This design comes from an exercise in tuning for small area and a short achievable clock period on the open sky130 flow, not from production work. The RTL was checked by simulation tests, not by an equivalence proof against the original design. Power and IR drop assume default switching activity.

==> flow/design.v (excerpt) <==
module MyFloatAccum #(
   parameter DATA_W   = 32,
   parameter STRIDE_W = 16,
   parameter DELAY_W  = 7
) (
   input clk,
   input rst,
   input run,
   input running,
   input [STRIDE_W-1:0] strideMinusOne,
   input [DATA_W-1:0] in0,
   (* versat_latency = 4 *) output reg [31:0] out0,
   input [DELAY_W-1:0] delay0
);
   localparam CNT_W = (STRIDE_W > DELAY_W) ? STRIDE_W : DELAY_W;
   reg [CNT_W-1:0] delay;
   always @(posedge clk, posedge rst) begin
      if (rst) begin
         delay <= 0;
      end else if (run) begin
         delay <= delay0;
      end else if (|delay) begin
         delay <= delay - 1;
      end else begin
         delay <= strideMinusOne;
      end
   end
   wire [55:0] win0;
   wire [ 7:0] selLo;
   wire [ 8:1] selHi;
   wire [ 8:0] selConst;
   wire        cin;
   FloatToLargeInteger conv (
      .in_i      (in0),
      .win_o     (win0),
      .selLo_o   (selLo),
      .selHi_o   (selHi),
      .selConst_o(selConst),
      .cin_o     (cin)
   );
   reg  [55:0] win0_reg;
   reg  [ 7:0] selLo_reg;
   reg  [ 8:1] selHi_reg;
   reg  [ 8:0] selConst_reg;
   reg         cin_reg;
   reg         doAccum_2;
   always @(posedge clk, posedge rst) begin
      if (rst) begin
         doAccum_2   <= 0;
         win0_reg    <= 0;
         selLo_reg   <= 0;
         selHi_reg   <= 0;
         selConst_reg <= 0;
         cin_reg     <= 0;
  ...
Size in the first run: ~6200 cells after synthesis, ~450 flip-flops, about 46000 um2 of cells after synthesis.
export LEC_CHECK = 0
export CAP_MARGIN = 20
export CORE_MARGIN = 2
export CORE_UTILIZATION = 55
export SLEW_MARGIN = 20
create_clock -name core_clock -period 12.0 [get_ports {clk}]
standard.sh (not shown) runs the stock make flow with config.mk's settings and CLKGATE_MAP_FILE= SYNTH_SCRIPT=/design/flow/synth_recipe.tcl, a recipe that flattens the netlist after the stock synthesis.
==> flow/flow/run.sh <==
#!/bin/bash
set -o pipefail
cp standard.sh standard_sh_copy.log
export SETUP_SLACK_MARGIN=7.25
export CTS_ARGS="-sink_clustering_enable -repair_clock_nets -dont_use_dummy_load -buf_list sky130_fd_sc_hd__clkbuf_8"
export BUFFER_PORTS_ARGS="-inputs -outputs -buffer_cell sky130_fd_sc_hd__buf_1"
bash standard.sh > standard.log 2>&1
The first run passed the timing, DRC and antenna checks.
==> next run, changes <==
==> flow/flow/run.sh (replaced) <==
#!/bin/bash
set -o pipefail
cp standard.sh standard_sh_copy.log
export SETUP_SLACK_MARGIN=7
export CTS_ARGS="-sink_clustering_enable -repair_clock_nets -dont_use_dummy_load"
export BUFFER_PORTS_ARGS="-inputs -outputs -buffer_cell sky130_fd_sc_hd__buf_1"
bash standard.sh > standard.log 2>&1
Outcome: Design area came out lower by a few percent. Wire length came out lower by a few percent. Core utilization came out lower by 1.9 points. Final cell count came out lower slightly. Die area does not change. Non-clock buffer count came out lower by 89. Total power came out lower by a few percent. Sequential share of layout area came out higher by 0.56 points. First-iteration DRC count came out lower by roughly a tenth.
==> next run, changes <==
==> flow/flow/run.sh (replaced) <==
#!/bin/bash
set -o pipefail
cp standard.sh standard_sh_copy.log
export SETUP_SLACK_MARGIN=7
export CTS_ARGS="-sink_clustering_enable -repair_clock_nets -dont_use_dummy_load -sink_clustering_size 18 -sink_clustering_max_diameter 130"
export BUFFER_PORTS_ARGS="-inputs -outputs -buffer_cell sky130_fd_sc_hd__buf_1"
bash standard.sh > standard.log 2>&1
=> The changed run completed without violations; clock-buffer cell count fell by 27; sequential share of layout area rose by 0.50 points; global-route usage fell by 0.81 points; setup slack is worse by 0.082 ns; critical path depth does not change; fmax fell by 1.6%; non-clock buffer count fell by 33; total power fell by 4.4%; via count fell by 0.99%; routed wire length fell by 1.5%; cell area fell by 2.5%.
==> next run, changes <==
==> flow/flow/run.sh (replaced) <==
#!/bin/bash
set -o pipefail
cp standard.sh standard_sh_copy.log
export SETUP_SLACK_MARGIN=7
export CTS_ARGS="-sink_clustering_enable -repair_clock_nets -dont_use_dummy_load -buf_list sky130_fd_sc_hd__clkbuf_8"
export BUFFER_PORTS_ARGS="-inputs -outputs -buffer_cell sky130_fd_sc_hd__buf_1"
bash standard.sh > standard.log 2>&1
After rerunning:
- The changed run completed without violations
- worst setup slack is better by 0.090 ns
- clock-buffer cell count grows by 59
- die area stays the same

---

MyFloatAccum again, from the RTL that the note above started with.
## MyFloatAccum
module MyFloatAccum #(
   parameter DATA_W   = 32,
   parameter STRIDE_W = 16,
   parameter DELAY_W  = 7
) (
   input clk,
   input rst,
   input run,
   input running,
   input [STRIDE_W-1:0] strideMinusOne,
   input [DATA_W-1:0] in0,
   (* versat_latency = 4 *) output reg [31:0] out0,
   input [DELAY_W-1:0] delay0
);
   localparam CNT_W = (STRIDE_W > DELAY_W) ? STRIDE_W : DELAY_W;
   reg [CNT_W-1:0] delay;
   always @(posedge clk, posedge rst) begin
      if (rst) begin
         delay <= 0;
      end else if (run) begin
         delay <= delay0;
      end else if (|delay) begin
         delay <= delay - 1;
      end else begin
         delay <= strideMinusOne;
      end
   end
   wire [55:0] win0;
   wire [ 7:0] selLo;
   wire [ 8:1] selHi;
   wire [ 8:0] selConst;
   wire        cin;
   FloatToLargeInteger conv (
      .in_i      (in0),
      .win_o     (win0),
      .selLo_o   (selLo),
      .selHi_o   (selHi),
      .selConst_o(selConst),
      .cin_o     (cin)
   );
   reg  [55:0] win0_reg;
   reg  [ 7:0] selLo_reg;
   reg  [ 8:1] selHi_reg;
   reg  [ 8:0] selConst_reg;
   reg         cin_reg;
   reg         doAccum_2;
   always @(posedge clk, posedge rst) begin
      if (rst) begin
         doAccum_2   <= 0;
         win0_reg    <= 0;
         selLo_reg   <= 0;
         selHi_reg   <= 0;
         selConst_reg <= 0;
         cin_reg     <= 0;
      end else if (running) begin
         doAccum_2   <= (delay == 0);
         win0_reg    <= win0;
         selLo_reg   <= selLo;
         selHi_reg   <= selHi;
         selConst_reg <= selConst;
         cin_reg     <= cin;
      end
   end
   wire [278:0] addend;
   FloatToLargeIntegerPlace place (
      .win_i    (win0_reg),
      .selLo_i  (selLo_reg),
      .selHi_i  (selHi_reg),
      .selConst_i(selConst_reg),
      .out_o    (addend)
   );
   reg          accumZero;
   always @(posedge clk, posedge rst) begin
      if (rst) begin
         accumZero <= 1'b1;
      end else begin
         accumZero <= 1'b0;
      end
   end
   localparam ZERO_COPIES = 4;
   localparam ZERO_PART = (279 + ZERO_COPIES - 1) / ZERO_COPIES;
   reg  [ZERO_COPIES-1:0] zeroAccum;
   genvar zc;
   generate
  ...
==> flow/config.mk <==
export PLATFORM = sky130hd
export DESIGN_NAME = MyFloatAccum
export DESIGN_NICKNAME = MyFloatAccum
export VERILOG_FILES = /design/flow/design.v
export SDC_FILE = /design/flow/constraint.sdc
export NUM_CORES = 4
export LEC_CHECK = 0
export CAP_MARGIN = 20
export CORE_MARGIN = 2
export CORE_UTILIZATION = 55
export SLEW_MARGIN = 20
==> flow/constraint.sdc <==
create_clock -name core_clock -period 12.0 [get_ports {clk}]
set_input_delay 2.4000 -clock core_clock [delete_from_list [all_inputs] [get_ports {clk}]]
set_output_delay 2.4000 -clock core_clock [all_outputs]
set_load 0.01 [all_outputs]
==> flow/flow/run.sh <==
#!/bin/bash
set -o pipefail
cp standard.sh standard_sh_copy.log
export SETUP_SLACK_MARGIN=7
export CTS_ARGS="-sink_clustering_enable -repair_clock_nets -dont_use_dummy_load -buf_list sky130_fd_sc_hd__clkbuf_8"
bash standard.sh > standard.log 2>&1
Then changed:
==> flow/flow/run.sh (replaced) <==
#!/bin/bash
set -o pipefail
cp standard.sh standard_sh_copy.log
export SETUP_SLACK_MARGIN=7
bash standard.sh > standard.log 2>&1
=> Count of clock-buffer cells in the layout drops by 10. Wire length increases by 0.32%. Hold slack hardly moves.

---

Setup of before:
MyFloatAccum, a different RTL version from the one above (not shown whole).
Size in the first run: ~6800 cells after synthesis, about 91 I/O pins, roughly 51000 µm² of cells after synthesis.
clock: 12.0 ns
lec_check: 0
cap_margin: 20
core_margin: 2
core_utilization: 55
setup_slack_margin: 5
slew_margin: 20
run.sh (not shown) runs the stock make flow with config.mk's settings and CLKGATE_MAP_FILE= SYNTH_SCRIPT=/design/flow/synth_recipe.tcl, a recipe that flattens the netlist after the stock synthesis.
Stock flow here: none of the scripts above is used.
Changes in after relative to before:
Settings: clearing SETUP_SLACK_MARGIN, which used to be 5.
Findings:
after reached the final stage; the timing, DRC and antenna checks on its layout passed.
Summary of the comparison: data required time at the worst endpoint is lower in after, relative to before.
Area of all placed cells without fillers: after vs before down about 0.4%
From before to after the numbers moved as follows: clock network area share moved down, count of non-filler cells in the finished layout level, area added between synthesis and finish moved down.
When after is measured against before, its power density over the cells turns out 1.7% lower.
Against before, after comes in 0.33 ns higher on shortest clock period the worst path allows after layout.
after vs before — number of filler cells placed in the layout dropped slightly
For the worst setup margin, after came in 0.33 ns lower than before did.

## what the ideal ports hide
The flow's constraints put no driver on any port. The routed layouts listed below were extracted and timed again, unchanged, in two steps. Step 1 assumes that a clkbuf_16 drives the clock port and a buf_2 every other input. Step 2 times the ports against the registers' clock, not the clock port: input delays grow and output delays shrink by t, the midpoint of the rising clock arrivals with the driver on. Three values: ideal ports, drivers, drivers and shift; two values: the first two.
run	t, ns	setup WS [ns]	worst data-port slew with drivers (ns)
the first run of note 1	0.812	7.012 / 7.012 / 6.612	0.04
the second run of note 1	0.705	6.873 / 6.873 / 6.517	0.04
the third run of note 1	0.726	6.791 / 6.791 / 6.537	0.03
the fourth run of note 1	0.810	6.880 / 6.880 / 6.393	0.04
the first run of note 2	0.827	6.779 / 6.779 / 6.313	0.04
the second run of note 2	0.766	6.831 / 6.831 / 6.426	0.04
before	0.760	5.118 / 5.118 / 5.118	0.04
after	0.776	4.787 / 4.787 / 4.787	0.06
After both steps every run listed still meets setup and hold. The setup slack of the fourth run of note 1, which loses most, moves by 0.000 ns with the drivers and by -0.487 ns with both steps.
